Source: an optimization exercise on an open RTL-to-GDS flow (aim: small area, a short achievable clock period and few clock cycles per item). Production flows keep margins and buffers that such runs may drop.
Where RTL was checked, it was by simulation tests only, not by an equivalence proof against the original.
The clock input has no modelled driver; a real chip could not lean on it and would need a root buffer or a full tree.
Power is estimated from default activity; no workload was simulated.

== job 2039 ==
// CompMul
module CompMul(
	input [31:0] Multiplicand_input,
	input [31:0] Multiplier_input,
	input run,
	input rst,
	input clk,
	output ready,
	output [63:0] Product_output
	);
export LEC_CHECK = 0
export CAP_MARGIN = 20
export CORE_MARGIN = 2
export CORE_UTILIZATION = 40
export CTS_BUF_LIST = sky130_fd_sc_hd__clkbuf_4 sky130_fd_sc_hd__clkbuf_8
export SLEW_MARGIN = 20
export SYNTH_HIERARCHICAL = 1
export SYNTH_MINIMUM_KEEP_SIZE = 0
create_clock -name core_clock -period 10.0 [get_ports {clk}]
standard.sh (not shown) runs the stock make flow with config.mk's settings and CLKGATE_MAP_FILE= SYNTH_SCRIPT=/design/flow/synth_recipe.tcl, a recipe that flattens the netlist after the stock synthesis.
==> flow/flow/run.sh <==
#!/bin/bash
# Own layout flow: the standard layout (standard.sh), with two changes:
#  - the port buffers that buffer_ports inserts are of the cell named in flow/knobs
#    (PORT_BUF) instead of the default pick;
#  - repair_timing aims for the setup margin named in flow/knobs (SETUP_MARGIN).
# Each make run writes its full output to a log file in this folder; ORFS's own
# per-step logs stay under orfs/logs/.
set -euo pipefail
source flow/knobs
bash standard.sh \
  "BUFFER_PORTS_ARGS=-buffer_cell $PORT_BUF" \
  "SETUP_SLACK_MARGIN=$SETUP_MARGIN" \
  finish > make_finish.log 2>&1
==> flow/flow/knobs <==
PORT_BUF=sky130_fd_sc_hd__buf_2
SETUP_MARGIN=6.5
Job 2039 finished all stages; the layout is clean.
Inputs modified between job 2039 and job 3583:
- swapping sky130_fd_sc_hd__clkbuf_4 sky130_fd_sc_hd__clkbuf_8 for sky130_fd_sc_hd__clkbuf_16 in CTS_BUF_LIST
- putting CTS_CLUSTER_SIZE at 50 where nothing was set
- swapping 40 for 60 in CORE_UTILIZATION
- putting CTS_CLUSTER_DIAMETER at 500 where nothing was set
==> flow/flow/knobs <==
PORT_BUF=sky130_fd_sc_hd__buf_2
SETUP_MARGIN=7.0
## What came out
- [compare] base=job 2039 new=job 3583: share of cell area taken by flip-flops and latches neither gained nor lost much; final critical-path required period has decreased; cell count -94; number of routed nets with antenna violations about even; worst slew slack as a fraction of its limit lower.
- Compared with job 2039, job 3583 ends up with a larger final cell area.
- Diff job 2039 -> job 3583: wire length decreased 2.1%, setup slack increased 0.23 ns, starting density of the core increased 20 points.
- A kind of critical path of flip-flop to flip-flop is what job 2039 shows, while flip-flop to output pin belongs to job 3583.
- Compared job 3583 vs job 2039, and depth of the most critical reg-to-reg path is up in job 3583.
### job 3583 -> job 3281
- swapping 60 for 40 in CORE_UTILIZATION
- swapping 50 for 40 in CTS_CLUSTER_SIZE
- swapping 500 for 300 in CTS_CLUSTER_DIAMETER
--- outcome ---
Diff job 3583 -> job 3281 | mean routed wirelength per cell | decrease of 3.4%
Between job 3583 and job 3281, the area of all placed cells without fillers is lower for job 3583.
Comparing job 3583 and job 3281, non-clock buffer instance count of the final layout is higher on job 3583.
Time the final worst path needs with I/O delays and setup improves in job 3281 relative to job 3583.
In the metrics for job 3583 and job 3281, the one carrying the lower met1 layer usage reported by global route is job 3281.
Min core utilization across job 3583 and job 3281: job 3281
Total power shrinks slightly when moving from job 3583 to job 3281.
Inputs modified between job 3281 and job 3220:
==> flow/flow/knobs <==
PORT_BUF=sky130_fd_sc_hd__buf_1
SETUP_MARGIN=7.0
Findings:
Job 3220 vs. job 3281: count of clock buffers in the final design lost 2, detailed-route via count saw an increase.
Job 3220 gives more pin count of the biggest net entering global routing than job 3281 did.
Job 3220 ended up with a higher non-clock buffer count in the final layout than job 3281 did.
On register-to-register slack, job 3281 beats job 3220.
Going from job 3281 to job 3220, the number of antenna diodes was found to have gone down by 1.
Between job 3281 and job 3220, worst hold slack decreased.
Job 3220 vs job 3281 — length of routed met3 wiring dropped 0.81%.
Between job 3220 and job 3281, the routed length per instance does not differ in any meaningful way.
No functional check of the RTL was part of any run of this note.

Another version of the RTL of CompMul (not shown whole).
Size: roughly 130 I/O pins, ~13000 sq um of cells after synthesis.
export LEC_CHECK = 0
export CAP_MARGIN = 20
export CORE_MARGIN = 2
export CORE_UTILIZATION = 55
export CTS_BUF_LIST = sky130_fd_sc_hd__clkbuf_16
export CTS_CLUSTER_DIAMETER = 300
export CTS_CLUSTER_SIZE = 40
export SLEW_MARGIN = 20
export SYNTH_HIERARCHICAL = 1
export SYNTH_MINIMUM_KEEP_SIZE = 0
create_clock -name core_clock -period 10.0 [get_ports {clk}]
==> flow/flow/run.sh <==
#!/bin/bash
# Own layout flow: the standard layout (standard.sh) with these changes:
#  - the port buffers that buffer_ports inserts are of the cell named in flow/knobs
#    (PORT_BUF) instead of the default pick;
#  - repair_timing aims for the setup margin named in flow/knobs (SETUP_MARGIN);
#  - the clock tree step runs flow/cts_manual.tcl: the clock port drives
#    CLOCK_ROOTS clkbuf_16 buffers, each driving CLOCK_LEAVES clkbuf_16 buffers that
#    drive the registers of one region each (every register two buffers away),
#    instead of TritonCTS's tree (then the same repair as ORFS's step).
# Each make run writes its full output to a log file of its own in this folder;
# ORFS's own per-step logs stay under orfs/logs/.
set -euo pipefail
source flow/knobs
export OWN_FLOW_DIR="$PWD/flow"
export CLOCK_ROOTS CLOCK_LEAVES
ARGS=("BUFFER_PORTS_ARGS=-buffer_cell $PORT_BUF" "SETUP_SLACK_MARGIN=$SETUP_MARGIN")
bash standard.sh "${ARGS[@]}" place > make_place.log 2>&1
bash standard.sh "${ARGS[@]}" run RUN_SCRIPT="$PWD/flow/cts_manual.tcl" RUN_LOG_NAME_STEM=4_1_cts > make_cts.log 2>&1
bash standard.sh "${ARGS[@]}" finish > make_finish.log 2>&1
==> flow/flow/knobs <==
PORT_BUF=sky130_fd_sc_hd__buf_1
SETUP_MARGIN=7.0
CLOCK_ROOTS=4
CLOCK_LEAVES=2
Other scripts of this flow, unchanged in this note and not shown: flow/flow/cts_manual.tcl, flow/flow/mktree.tcl
Testbench counts at the start, summed over its fixed seeds: cycles 14,400, items 2,400.
Next try:
CORE_UTILIZATION = 40   (was 55)
GPL_TIMING_DRIVEN = 1   (was unset)
Effect: The changed run passed the timing, DRC and antenna checks; hold slack gains 0.0080 ns; maximum frequency drops by 1.3%; clock power barely changes; global-route usage drops by 6.9 points; worst setup slack loses 0.038 ns; total power climbs by about 1.6%; final area climbs by about 1.6%; clock skew barely changes.
Next try:
==> flow/flow/knobs (replaced) <==
PORT_BUF=sky130_fd_sc_hd__buf_1
SETUP_MARGIN=7.05
CLOCK_ROOTS=4
CLOCK_LEAVES=2
CORE_UTILIZATION = 65   (was 40)
GPL_TIMING_DRIVEN = unset   (was 1)
After rerunning: The new run finished with timing, DRC and antenna clean; setup slack is better by 0.031 ns; design area decreases by 1.5%; area after synthesis does not change; hold slack improves by 0.0084 ns; synthesized cell count is unchanged; wire length is lower by 1.6%; fmax climbs by 1.0%; die area drops by 38%; global-route usage rose by 12 points; via count climbs by 4.0%; core utilization increases by 27 points.
No run of this note takes its clock network from TritonCTS; it comes from the design's own scripts or RTL.

-- re-timing with driven ports --
The results above use ideal ports. As a check the final layouts listed here were re-extracted and re-timed, cells and wires unchanged.
Step 1 assumes that a clkbuf_16 drives the clock port and a buf_2 every other input.
Step 2, shift: input delay + t, output delay - t, t = (earliest + latest rising clock arrival at the registers) / 2. This alone moves slack from input paths to output paths.
Slacks: ideal / step 1 / step 2; pairs: ideal / step 1.
run | t (ns) | setup slack, ns | slew at the worst register clock pin (ns)
job 2039 | 0.518 | 6.700 / 6.700 / 6.700 | 0.10 / 0.10
job 3583 | 0.491 | 6.930 / 6.882 / 6.804 | 0.08 / 0.08
job 3281 | 0.478 | 6.974 / 6.924 / 6.807 | 0.07 / 0.07
job 3220 | 0.478 | 7.001 / 6.952 / 6.736 | 0.07 / 0.07
the first run of note 2 | 0.389 | 7.066 / 6.979 / 6.938 | 0.09 / 0.09
the second run of note 2 | 0.384 | 7.028 / 6.926 / 6.901 | 0.10 / 0.10
the third run of note 2 | 0.381 | 7.059 / 6.955 / 6.834 | 0.09 / 0.09
After both steps every run listed still meets setup and hold. The setup slack of job 3220, which loses most, moves by -0.049 ns with the drivers and by -0.265 ns with both steps.
